This design comes from an exercise in tuning for small area, a short achievable clock period and few clock cycles per item on the open sky130 flow, not from production work.
In this exercise RTL edits were held to simulation tests only and were not proved equivalent to the original.
Power figures rest on the tool's default switching activity, not on a simulated workload.

==> inputs of 03-03 <==
==> flow/design.v <==
module regn (
    input         clk,
    input         we,
    input  [4:0]  waddr,
    input  [31:0] wdata,
    input  [4:0]  raddr1,
    input  [4:0]  raddr2,
    output [31:0] rdata1,
    output [31:0] rdata2
);
    wire [31:0] wsel;
    dec5to32 wdec(.data_in(waddr), .data_out(wsel));
    reg [31:0] r [1:31];
    integer k;
    always @(posedge clk)
        for (k = 1; k < 32; k = k + 1)
            if (we && wsel[k]) r[k] <= wdata;
    assign rdata1 = (raddr1 == 5'd0) ? 32'd0 : r[raddr1];
    assign rdata2 = (raddr2 == 5'd0) ? 32'd0 : r[raddr2];
endmodule
module alu (
    input  [2:0]  f3,
    input         alt,       
    input         cmp,       
    input  [31:0] a,
    input  [31:0] b,
    output reg [31:0] result,
    output        taken
);
    wire        sub = alt | cmp;
    wire [32:0] sum = {1'b0, a} + {1'b0, b ^ {32{sub}}} + {32'd0, sub};
    wire        ltu = ~sum[32];
    wire        lt  = (a[31] ^ b[31]) ? a[31] : sum[31];
    wire        eq  = (a == b);
    wire t = f3[2] ? (f3[1] ? ltu : lt) : eq;
    assign taken = t ^ f3[0];
    wire        left = (f3 == 3'd1);
    wire [31:0] a_rev;
    genvar i;
    generate for (i = 0; i < 32; i = i + 1) begin : rev_in
        assign a_rev[i] = a[31 - i];
    end endgenerate
    wire [31:0] sh_in = left ? a_rev : a;
    wire signed [32:0] sh_x = {alt & a[31], sh_in};
    wire signed [32:0] sh_o = sh_x >>> b[4:0];
    wire [31:0] sh_l;
    generate for (i = 0; i < 32; i = i + 1) begin : rev_out
        assign sh_l[i] = sh_o[31 - i];
    end endgenerate
    always @(*) begin
        case (f3)
            3'd0: result = sum[31:0];
            3'd1: result = sh_l;
            3'd2: result = {31'd0, lt};
            3'd3: result = {31'd0, ltu};
            3'd4: result = a ^ b;
            3'd5: result = sh_o[31:0];
            3'd6: result = a | b;
            default: result = a & b;
        endcase
    end
endmodule
module dec5to32(
    input [4:0] data_in,
    output [31:0] data_out
);
assign data_out = 32'd1 << data_in;
endmodule
module LoadStoreUnit (
    input  [31:0] rdata,
    input  [1:0]  off,
    input  [2:0]  funct3,
    output reg [31:0] data_out
);
    wire [7:0]  lb = off[1] ? (off[0] ? rdata[31:24] : rdata[23:16])
                            : (off[0] ? rdata[15:8]  : rdata[7:0]);
    wire [15:0] lh = off[1] ? rdata[31:16] : rdata[15:0];
    always @(*) begin
        case (funct3[1:0])
            2'b00:   data_out = {{24{lb[7]  & ~funct3[2]}}, lb};
            2'b01:   data_out = {{16{lh[15] & ~funct3[2]}}, lh};
            default: data_out = rdata;
        endcase
    end
endmodule
module StoreLanes (
    input  [1:0]  off,
    input  [2:0]  funct3,
    input  [31:0] data_in,
    output reg [3:0]  be,
    output reg [31:0] wdata
);
    always @(*) begin
        case (funct3[1:0])
            2'b00: begin
                be    = 4'b0001 << off;
                wdata = {4{data_in[7:0]}};
            end
            2'b01: begin
                be    = off[1] ? 4'b1100 : 4'b0011;
                wdata = {2{data_in[15:0]}};
            end
            default: begin
                be    = 4'b1111;
                wdata = data_in;
            end
        endcase
    end
endmodule
module RISC_V_Processor_V0(
    input [31:0] command,
    input clk, reset,
    output [31:0] imem_addr,
    output dmem_req,
    output dmem_we,
    output [29:0] dmem_addr,
    output [3:0] dmem_be,
    output [31:0] dmem_wdata,
    input [31:0] dmem_rdata);
    reg  [29:0] pc_f;               
    reg         v_d;
    reg  [31:0] ir_d;
    reg  [29:0] pc_d;
    reg         v_e;
    reg  [31:0] a_e, b_e, x_e;      
    reg  [2:0]  f3_e;
    reg  [2:0]  f3_st_e;            
    reg         alt_e;              
    reg         cmp_e;              
    reg         br_e, pred_e, jalr_e, link_e, ld_e, st_e, wr_e;
    reg  [4:0]  rd_e;
    reg         m_req, m_we;
    reg  [29:0] m_addr;
    reg  [3:0]  m_be;
    reg  [31:0] m_wdata;
    reg         ld_wait, ld_wb;     
    reg  [4:0]  ld_rd;
    reg  [2:0]  ld_f3;
    reg  [1:0]  ld_off;
    assign imem_addr  = {pc_f, 2'b00};
    assign dmem_req   = m_req;
    assign dmem_we    = m_we;
    assign dmem_addr  = m_addr;
    assign dmem_be    = m_be;
    assign dmem_wdata = m_wdata;
    wire [31:0] alu_res;
    wire        alu_taken;
    wire [31:0] ld_val;
    LoadStoreUnit lsu_ld(.rdata(dmem_rdata), .off(ld_off), .funct3(ld_f3), .data_out(ld_val));
    wire        wb_en  = ld_wb ? (ld_rd != 5'd0) : (v_e & wr_e);
    wire [4:0]  wb_rd  = ld_wb ? ld_rd : rd_e;
    wire [31:0] wb_val = ld_wb ? ld_val : (link_e ? x_e : alu_res);
    wire [4:0] rs1 = ir_d[19:15];
    wire [4:0] rs2 = ir_d[24:20];
    wire [31:0] rf_a, rf_b;
    regn RF(.clk(clk), .we(wb_en), .waddr(wb_rd), .wdata(wb_val),
            .raddr1(rs1), .raddr2(rs2), .rdata1(rf_a), .rdata2(rf_b));
    wire [31:0] a_val = (wb_en && wb_rd == rs1) ? wb_val : rf_a;
    wire [31:0] b_val = (wb_en && wb_rd == rs2) ? wb_val : rf_b;
    wire [4:0] opc = ir_d[6:2];
    wire [2:0] f3  = ir_d[14:12];
    wire is_lui   = opc == 5'b01101;
    wire is_auipc = opc == 5'b00101;
    wire is_jal   = opc == 5'b11011;
    wire is_jalr  = opc == 5'b11001;
    wire is_br    = opc == 5'b11000;
    wire is_ld    = opc == 5'b00000;
    wire is_st    = opc == 5'b01000;
    wire is_opi   = opc == 5'b00100;
    wire is_op    = opc == 5'b01100;
    wire [31:0] imm_i = {{21{ir_d[31]}}, ir_d[30:20]};
    wire [31:0] imm_s = {{21{ir_d[31]}}, ir_d[30:25], ir_d[11:7]};
    wire [31:0] imm_b = {{20{ir_d[31]}}, ir_d[7], ir_d[30:25], ir_d[11:8], 1'b0};
    wire [31:0] imm_u = {ir_d[31:12], 12'b0};
    wire [31:0] imm_j = {{12{ir_d[31]}}, ir_d[19:12], ir_d[20], ir_d[30:21], 1'b0};
    wire [29:0] tgt_d = pc_d + (is_jal ? imm_j[31:2] : imm_b[31:2]);
    wire        pred_d = is_br & ir_d[31];             
    wire        redir_d = v_d & (is_jal | pred_d);
    wire [31:0] a_next = is_lui ? 32'd0 : is_auipc ? {pc_d, 2'b00} : a_val;
    wire [31:0] b_next = (is_op | is_br) ? b_val :
                         is_st ? imm_s :
                         (is_lui | is_auipc) ? imm_u : imm_i;
    wire [31:0] x_next = is_st ? b_val :
                         (is_jal | is_jalr | pred_d) ? {pc_f, 2'b00} : {tgt_d, 2'b00};
    alu ALU(.f3(f3_e), .alt(alt_e), .cmp(cmp_e), .a(a_e), .b(b_e),
            .result(alu_res), .taken(alu_taken));
    wire        mispred = v_e & br_e & (alu_taken ^ pred_e);
    wire        redir_e = mispred | (v_e & jalr_e);
    wire [29:0] tgt_e   = jalr_e ? alu_res[31:2] : x_e[31:2];
    wire stall = (v_e & ld_e) | ld_wait;
    wire [3:0]  st_be;
    wire [31:0] st_data;
    StoreLanes lsu_st(.off(alu_res[1:0]), .funct3(f3_st_e), .data_in(x_e), .be(st_be), .wdata(st_data));
    always @(posedge clk) begin
        if (reset) begin
            pc_f    <= 30'd0;
            v_d     <= 1'b0;
            v_e     <= 1'b0;
            m_req   <= 1'b0;
            ld_wait <= 1'b0;
            ld_wb   <= 1'b0;
        end else begin
            ld_wait <= v_e & ld_e;
            ld_wb   <= ld_wait;
            m_req   <= v_e & (ld_e | st_e);
            if (redir_e) begin
                pc_f <= tgt_e;
                v_d  <= 1'b0;
                v_e  <= 1'b0;
            end else if (stall) begin
                v_e  <= 1'b0;
            end else begin
                v_e <= v_d;
                if (redir_d) begin
                    pc_f <= tgt_d;
                    v_d  <= 1'b0;
                end else begin
                    pc_f <= pc_f + 30'd1;
                    v_d  <= 1'b1;
                end
            end
        end
    end
    always @(posedge clk) begin
        if (!stall && !redir_e) begin
            ir_d <= command;
            pc_d <= pc_f;
            a_e  <= a_next;
            b_e  <= b_next;
            x_e  <= x_next;
            f3_e <= (is_op | is_opi | is_br) ? f3 : 3'd0;
            f3_st_e <= f3;
            alt_e <= (is_op & ir_d[30] & (f3 == 3'd0 || f3 == 3'd5)) | (is_opi & ir_d[30] & f3 == 3'd5);
            cmp_e <= ((is_op | is_opi) & (f3 == 3'd2 || f3 == 3'd3)) | is_br;
            br_e   <= is_br;
            pred_e <= pred_d;
            jalr_e <= is_jalr;
            link_e <= is_jal | is_jalr;
            ld_e   <= is_ld;
            st_e   <= is_st;
            wr_e   <= (is_op | is_opi | is_lui | is_auipc | is_jal | is_jalr) & (ir_d[11:7] != 5'd0);
            rd_e   <= ir_d[11:7];
        end
        if (v_e & (ld_e | st_e)) begin
            m_we    <= st_e;
            m_addr  <= alu_res[31:2];
            m_be    <= st_be;
            m_wdata <= st_data;
        end
        if (v_e & ld_e) begin
            ld_rd  <= rd_e;
            ld_f3  <= f3_st_e;
            ld_off <= alu_res[1:0];
        end
    end
endmodule
==> flow/run.sh <==
#!/bin/bash
# synth_recipe.tcl (not shown) runs the flow's synth.tcl, then flattens the netlist and writes it again
# the make line also repeats each setting of config.mk as NAME=value (left out here)
make -C /OpenROAD-flow-scripts/flow DESIGN_CONFIG=/design/flow/config.mk WORK_HOME=/design/flow/orfs CLKGATE_MAP_FILE= SYNTH_SCRIPT=/design/flow/synth_recipe.tcl finish
==> flow/config.mk <==
export PLATFORM = sky130hd
export DESIGN_NAME = RISC_V_Processor_V0
export DESIGN_NICKNAME = RISC_V_Processor_V0
export VERILOG_FILES = /design/flow/design.v
export SDC_FILE = /design/flow/constraint.sdc
export NUM_CORES = 4
export LEC_CHECK = 0
export CAP_MARGIN = 30
export CORE_MARGIN = 2
export CORE_UTILIZATION = 30
export SETUP_SLACK_MARGIN = 0.3
export SLEW_MARGIN = 30
==> flow/constraint.sdc <==
create_clock -name core_clock -period 12.5 [get_ports {clk}]
set_input_delay 2.5000 -clock core_clock [delete_from_list [all_inputs] [get_ports {clk}]]
set_output_delay 2.5000 -clock core_clock [all_outputs]
set_load 0.01 [all_outputs]
==> 07-23: changes against 03-03 <==
==> flow/design.v, changed modules only <==
module regn (
    input         clk,
    input         we,
    input  [4:0]  waddr,
    input  [31:0] wdata,
    input  [31:0] rsel1,
    input  [31:0] rsel2,
    output reg [31:0] rdata1,
    output reg [31:0] rdata2
);
    wire [31:0] wsel;
    dec5to32 wdec(.data_in(waddr), .data_out(wsel));
    reg [31:0] r [1:31];
    integer k;
    always @(posedge clk)
        for (k = 1; k < 32; k = k + 1)
            if (we && wsel[k]) r[k] <= wdata;
    always @(*) begin
        rdata1 = 32'd0;
        rdata2 = 32'd0;
        for (k = 1; k < 32; k = k + 1) begin
            rdata1 = rdata1 | ({32{rsel1[k]}} & r[k]);
            rdata2 = rdata2 | ({32{rsel2[k]}} & r[k]);
        end
    end
endmodule
module alu (
    input  [2:0]  f3,
    input         alt,       
    input         sub,       
    input  [31:0] a,
    input  [31:0] b,
    output [31:0] sum,
    output reg [31:0] result,
    output        taken
);
    wire [32:0] s   = {1'b0, a} + {1'b0, b} + {32'd0, sub};
    assign sum = s[31:0];
    wire        ltu = ~s[32];
    wire        lt  = (a[31] ^ b[31]) ? s[31] : a[31];    
    wire        eq  = &(a ^ b);                           
    wire t = f3[2] ? (f3[1] ? ltu : lt) : eq;
    assign taken = t ^ f3[0];
    wire        left = (f3 == 3'd1);
    wire [31:0] a_rev;
    genvar i;
    generate for (i = 0; i < 32; i = i + 1) begin : rev_in
        assign a_rev[i] = a[31 - i];
    end endgenerate
    wire [31:0] sh_in = left ? a_rev : a;
    wire signed [32:0] sh_x = {alt & a[31], sh_in};
    wire signed [32:0] sh_o = sh_x >>> b[4:0];
    wire [31:0] sh_l;
    generate for (i = 0; i < 32; i = i + 1) begin : rev_out
        assign sh_l[i] = sh_o[31 - i];
    end endgenerate
    always @(*) begin
        case (f3)
            3'd0: result = sum;
            3'd1: result = sh_l;
            3'd2: result = {31'd0, lt};
            3'd3: result = {31'd0, ltu};
            3'd4: result = a ^ b;
            3'd5: result = sh_o[31:0];
            3'd6: result = a | b;
            default: result = a & b;
        endcase
    end
endmodule
module RISC_V_Processor_V0(
    input [31:0] command,
    input clk, reset,
    output [31:0] imem_addr,
    output dmem_req,
    output dmem_we,
    output [29:0] dmem_addr,
    output [3:0] dmem_be,
    output [31:0] dmem_wdata,
    input [31:0] dmem_rdata);
    reg  [29:0] pc_f;               
    reg         v_d;
    reg  [31:0] ir_d;
    reg  [29:0] pc_d;
    reg         v_e;
    reg  [31:0] a_e, b_e, x_e;      
    reg  [2:0]  f3_e;
    reg  [2:0]  f3_st_e;            
    reg         alt_e;              
    reg         sub_e;              
    reg         br_e, jalr_e, link_e, ld_e, st_e, wr_e;
    reg  [4:0]  rd_e;
    reg         m_req, m_we;
    reg  [29:0] m_addr;
    reg  [3:0]  m_be;
    reg  [31:0] m_wdata;
    reg         ld_wait, ld_wb;     
    reg  [4:0]  ld_rd;
    reg  [2:0]  ld_f3;
    reg  [1:0]  ld_off;
    assign imem_addr  = {pc_f, 2'b00};
    assign dmem_req   = m_req;
    assign dmem_we    = m_we;
    assign dmem_addr  = m_addr;
    assign dmem_be    = m_be;
    assign dmem_wdata = m_wdata;
    wire [31:0] alu_res;
    wire        alu_taken;
    wire [31:0] ld_val;
    LoadStoreUnit lsu_ld(.rdata(dmem_rdata), .off(ld_off), .funct3(ld_f3), .data_out(ld_val));
    wire        wb_en  = ld_wb ? (ld_rd != 5'd0) : (v_e & wr_e);
    wire [4:0]  wb_rd  = ld_wb ? ld_rd : rd_e;
    wire [31:0] wb_val = ld_wb ? ld_val : (link_e ? x_e : alu_res);
    wire [4:0] rs1 = ir_d[19:15];
    wire [4:0] rs2 = ir_d[24:20];
    wire [31:0] rf_a, rf_b;
    reg  [31:0] rsel1_d, rsel2_d;
    wire [31:0] rsel1_f, rsel2_f;
    dec5to32 dec_rs1(.data_in(command[19:15]), .data_out(rsel1_f));
    dec5to32 dec_rs2(.data_in(command[24:20]), .data_out(rsel2_f));
    regn RF(.clk(clk), .we(wb_en), .waddr(wb_rd), .wdata(wb_val),
            .rsel1(rsel1_d), .rsel2(rsel2_d), .rdata1(rf_a), .rdata2(rf_b));
    wire [4:0] opc = ir_d[6:2];
    wire [2:0] f3  = ir_d[14:12];
    wire is_lui   = opc == 5'b01101;
    wire is_auipc = opc == 5'b00101;
    wire is_jal   = opc == 5'b11011;
    wire is_jalr  = opc == 5'b11001;
    wire is_br    = opc == 5'b11000;
    wire is_ld    = opc == 5'b00000;
    wire is_st    = opc == 5'b01000;
    wire is_opi   = opc == 5'b00100;
    wire is_op    = opc == 5'b01100;
    wire use1     = ~(is_lui | is_auipc | is_jal);    
    wire use2     = is_op | is_br | is_st;            
    wire [31:0] imm_i = {{21{ir_d[31]}}, ir_d[30:20]};
    wire [31:0] imm_s = {{21{ir_d[31]}}, ir_d[30:25], ir_d[11:7]};
    wire [31:0] imm_b = {{20{ir_d[31]}}, ir_d[7], ir_d[30:25], ir_d[11:8], 1'b0};
    wire [31:0] imm_u = {ir_d[31:12], 12'b0};
    wire [31:0] imm_j = {{12{ir_d[31]}}, ir_d[19:12], ir_d[20], ir_d[30:21], 1'b0};
    wire [29:0] tgt_d = pc_d + (is_jal ? imm_j[31:2] : imm_b[31:2]);
    wire        redir_d = v_d & is_jal;                
    wire cmp_d = ((is_op | is_opi) & (f3 == 3'd2 || f3 == 3'd3)) | is_br;
    wire sub_d = (is_op & ir_d[30] & (f3 == 3'd0)) | cmp_d;
    wire rr2   = is_op | is_br;                        
    wire fwd_a = wb_en & (wb_rd == rs1) & use1;
    wire fwd_b = wb_en & (wb_rd == rs2) & rr2;
    wire fwd_x = wb_en & (wb_rd == rs2) & is_st;
    wire [31:0] a_reg  = is_lui ? 32'd0 : is_auipc ? {pc_d, 2'b00} : rf_a;
    wire [31:0] b_reg  = rr2 ? rf_b : is_st ? imm_s : (is_lui | is_auipc) ? imm_u : imm_i;
    wire [31:0] x_reg  = is_st ? rf_b :
                         (is_jal | is_jalr) ? {pc_f, 2'b00} : {tgt_d, 2'b00};
    wire [31:0] a_next = fwd_a ? wb_val : a_reg;
    wire [31:0] b_next = (fwd_b ? wb_val : b_reg) ^ {32{sub_d}};
    wire [31:0] x_next = fwd_x ? wb_val : x_reg;
    wire [31:0] alu_sum;
    alu ALU(.f3(f3_e), .alt(alt_e), .sub(sub_e), .a(a_e), .b(b_e),
            .sum(alu_sum), .result(alu_res), .taken(alu_taken));
    wire        mispred = v_e & br_e & alu_taken;
    wire        redir_e = mispred | (v_e & jalr_e);
    wire [29:0] tgt_e   = jalr_e ? alu_sum[31:2] : x_e[31:2];
    wire wr_d   = is_op | is_opi | is_lui | is_auipc | is_jal | is_jalr;
    wire dep_ld = (rd_e != 5'd0) & ((use1 & (rs1 == rd_e)) | (use2 & (rs2 == rd_e)) |
                                    (wr_d & (ir_d[11:7] == rd_e)));
    wire dep_w  = (ld_rd != 5'd0) & ((use1 & (rs1 == ld_rd)) | (use2 & (rs2 == ld_rd)));
    wire stall  = v_d & ((v_e & ld_e & (is_ld | dep_ld)) | (ld_wait & (wr_d | is_ld | dep_w)));
    wire [3:0]  st_be;
    wire [31:0] st_data;
    StoreLanes lsu_st(.off(alu_sum[1:0]), .funct3(f3_st_e), .data_in(x_e), .be(st_be), .wdata(st_data));
    always @(posedge clk) begin
        if (reset) begin
            pc_f    <= 30'd0;
            v_d     <= 1'b0;
            v_e     <= 1'b0;
            m_req   <= 1'b0;
            ld_wait <= 1'b0;
            ld_wb   <= 1'b0;
        end else begin
            ld_wait <= v_e & ld_e;
            ld_wb   <= ld_wait;
            m_req   <= v_e & (ld_e | st_e);
            if (redir_e) begin
                pc_f <= tgt_e;
                v_d  <= 1'b0;
                v_e  <= 1'b0;
            end else if (stall) begin
                v_e  <= 1'b0;
            end else begin
                v_e <= v_d;
                if (redir_d) begin
                    pc_f <= tgt_d;
                    v_d  <= 1'b0;
                end else begin
                    pc_f <= pc_f + 30'd1;
                    v_d  <= 1'b1;
                end
            end
        end
    end
    always @(posedge clk) begin
        if (!stall) begin
            ir_d <= command;
            pc_d <= pc_f;
            rsel1_d <= rsel1_f;
            rsel2_d <= rsel2_f;
        end
    end
    always @(posedge clk) begin
        begin
            a_e  <= a_next;
            b_e  <= b_next;
            x_e  <= x_next;
            f3_e <= (is_op | is_opi | is_br) ? f3 : 3'd0;
            f3_st_e <= f3;
            alt_e <= (is_op | is_opi) & ir_d[30] & (f3 == 3'd5);
            sub_e <= sub_d;
            br_e   <= is_br;
            jalr_e <= is_jalr;
            link_e <= is_jal | is_jalr;
            ld_e   <= is_ld;
            st_e   <= is_st;
            wr_e   <= wr_d & (ir_d[11:7] != 5'd0);
            rd_e   <= ir_d[11:7];
        end
        begin
            m_we    <= st_e;
            m_addr  <= alu_sum[31:2];
            m_be    <= st_be;
            m_wdata <= st_data;
        end
        if (v_e & ld_e) begin
            ld_rd  <= rd_e;
            ld_f3  <= f3_st_e;
            ld_off <= alu_sum[1:0];
        end
    end
endmodule
==> flow/flow/run.sh (new file) <==
#!/bin/bash
set -euo pipefail
bash standard.sh SETUP_SLACK_MARGIN=8.5 finish > flow_make.log 2>&1
==> flow/standard.sh (new file) <==
#!/bin/bash
# synth_recipe.tcl (not shown) runs the flow's synth.tcl, then flattens the netlist and writes it again
# the make line also repeats each setting of config.mk as NAME=value (left out here)
make -C /OpenROAD-flow-scripts/flow DESIGN_CONFIG=/design/flow/config.mk WORK_HOME=/design/flow/orfs CLKGATE_MAP_FILE= SYNTH_SCRIPT=/design/flow/synth_recipe.tcl "${@:-finish}"
--- a/flow/config.mk
+++ b/flow/config.mk
@@ -9,4 +9,4 @@
 export CORE_MARGIN = 2
-export CORE_UTILIZATION = 30
-export SETUP_SLACK_MARGIN = 0.3
+export CORE_UTILIZATION = 55
+export CTS_BUF_LIST = sky130_fd_sc_hd__clkbuf_8
 export SLEW_MARGIN = 30
removed: flow/run.sh
==> 07-20: changes against 03-03 <==
--- a/flow/design.v
+++ b/flow/design.v
@@ -189,3 +189,8 @@
     wire [29:0] tgt_e   = jalr_e ? alu_res[31:2] : x_e[31:2];
-    wire stall = (v_e & ld_e) | ld_wait;
+    wire use1   = ~(is_lui | is_auipc | is_jal);
+    wire use2   = is_op | is_br | is_st;
+    wire wr_d   = is_op | is_opi | is_lui | is_auipc | is_jal | is_jalr;
+    wire dep_ld = (rd_e != 5'd0) & ((use1 & (rs1 == rd_e)) | (use2 & (rs2 == rd_e)) |
+                                    (wr_d & (ir_d[11:7] == rd_e)));
+    wire stall  = (v_e & ld_e & v_d & (is_ld | dep_ld)) | ld_wait;
     wire [3:0]  st_be;
@@ -224,5 +229,9 @@
     always @(posedge clk) begin
-        if (!stall && !redir_e) begin
+        if (!stall) begin
             ir_d <= command;
             pc_d <= pc_f;
+        end
+    end
+    always @(posedge clk) begin
+        begin
             a_e  <= a_next;
@@ -240,6 +249,6 @@
             st_e   <= is_st;
-            wr_e   <= (is_op | is_opi | is_lui | is_auipc | is_jal | is_jalr) & (ir_d[11:7] != 5'd0);
+            wr_e   <= wr_d & (ir_d[11:7] != 5'd0);
             rd_e   <= ir_d[11:7];
         end
-        if (v_e & (ld_e | st_e)) begin
+        begin
             m_we    <= st_e;
--- a/flow/config.mk
+++ b/flow/config.mk
@@ -9,3 +9,4 @@
 export CORE_MARGIN = 2
-export CORE_UTILIZATION = 30
+export CORE_UTILIZATION = 55
+export CTS_CLUSTER_SIZE = 30
 export SETUP_SLACK_MARGIN = 0.3
==> comparison <==
In 03-03 the wire length is smaller than in 07-23, by 1.4%. In 07-20 the via count is smaller than in 07-23, by 6.8%. In flip-flop and latch count, 07-20 and 03-03 do not differ. Between 03-03 and 07-23, the lower sequential share of layout area is in 03-03 (gap 0.11 points). Between 07-23 and 07-20, the lower synthesized cell count is in 07-23 (gap about 0.23%, measured against 07-20). Between 07-20 and 07-23, the lower synthesized area is in 07-20 (gap 1.9%, measured against 07-23). Against 07-20, the count of clock-buffer cells in the layout of 03-03 is lower by 14.
==> figures <==
quantity                                                    07-23                   03-03                      07-20
Result of the run                no timing/DRC/antenna violations  no timing/DRC/antenna violations  no timing/DRC/antenna violations
Combinational cell fraction of total power                  27.2%                   34.6%                      20.8%
Worst stage delay on the critical path                    0.50 ns                 0.57 ns                    0.94 ns
Power consumed by the clock network                       3.84 mW                 4.25 mW                    4.20 mW
FILL cells                                                  8,626                  21,100                      8,782
Register-to-register setup slack                          7.95 ns                 5.87 ns                    6.00 ns
First-pass GRT wire length                                 444 mm                  449 mm                     411 mm
Crit-path slowest cell                      sky130_fd_sc_hd__fa_2  sky130_fd_sc_hd__buf_4  sky130_fd_sc_hd__clkinv_1
Hold worst-path end                                          m_we                ld_rd[0]                       m_we
Number of CTS-inserted buffers                                209                     140                        135
Total power draw                                          13.0 mW                 16.6 mW                    12.2 mW
Multi-input logic portion of the cell area                  34.1%                   34.6%                      35.2%
Mapped cell area                                      0.0637 mm^2             0.0656 mm^2                0.0625 mm^2
Worst hold margin                                        0.359 ns                0.452 ns                   0.374 ns
DR WL met3                                                63.5 mm                 54.2 mm                    53.5 mm
Testbench counts of 03-03, summed over its fixed seeds: cycles 38,411, instrs 26,400.
Testbench counts of 07-23, summed over its fixed seeds: cycles 34,779, instrs 26,400.
Testbench counts of 07-20, summed over its fixed seeds: cycles 36,060, instrs 26,400.

[static timing again, ports no longer ideal]
Ports are ideal in the flow. The routed layouts listed here were re-timed in OpenROAD.
Step 1 (the two cells are an assumption about what drives the block):
set clk [get_ports {clk}]
set_driving_cell -lib_cell sky130_fd_sc_hd__clkbuf_16 $clk
set_driving_cell -lib_cell sky130_fd_sc_hd__buf_2 [delete_from_list [all_inputs] $clk]
Step 2 also shifts input and output timing later by t, the mid clock arrival at the registers, as if the neighbouring blocks saw the same clock.
a / b / c = ideal ports / drivers / drivers and shift; a / b = the first two.
| run | t (ns) | setup WS [ns] | worst setup path after step 2 |
|---|---|---|---|
| 03-03 | 0.865 | 5.867 / 5.867 / 5.867 | register to register |
| 07-23 | 1.056 | 7.950 / 7.950 / 7.363 | input to register |
| 07-20 | 0.848 | 5.996 / 5.996 / 5.996 | register to register |
After both steps every run listed still meets setup and hold. For 07-23, which loses most, drivers alone change the setup slack by 0.000 ns; drivers and shift together by -0.587 ns.
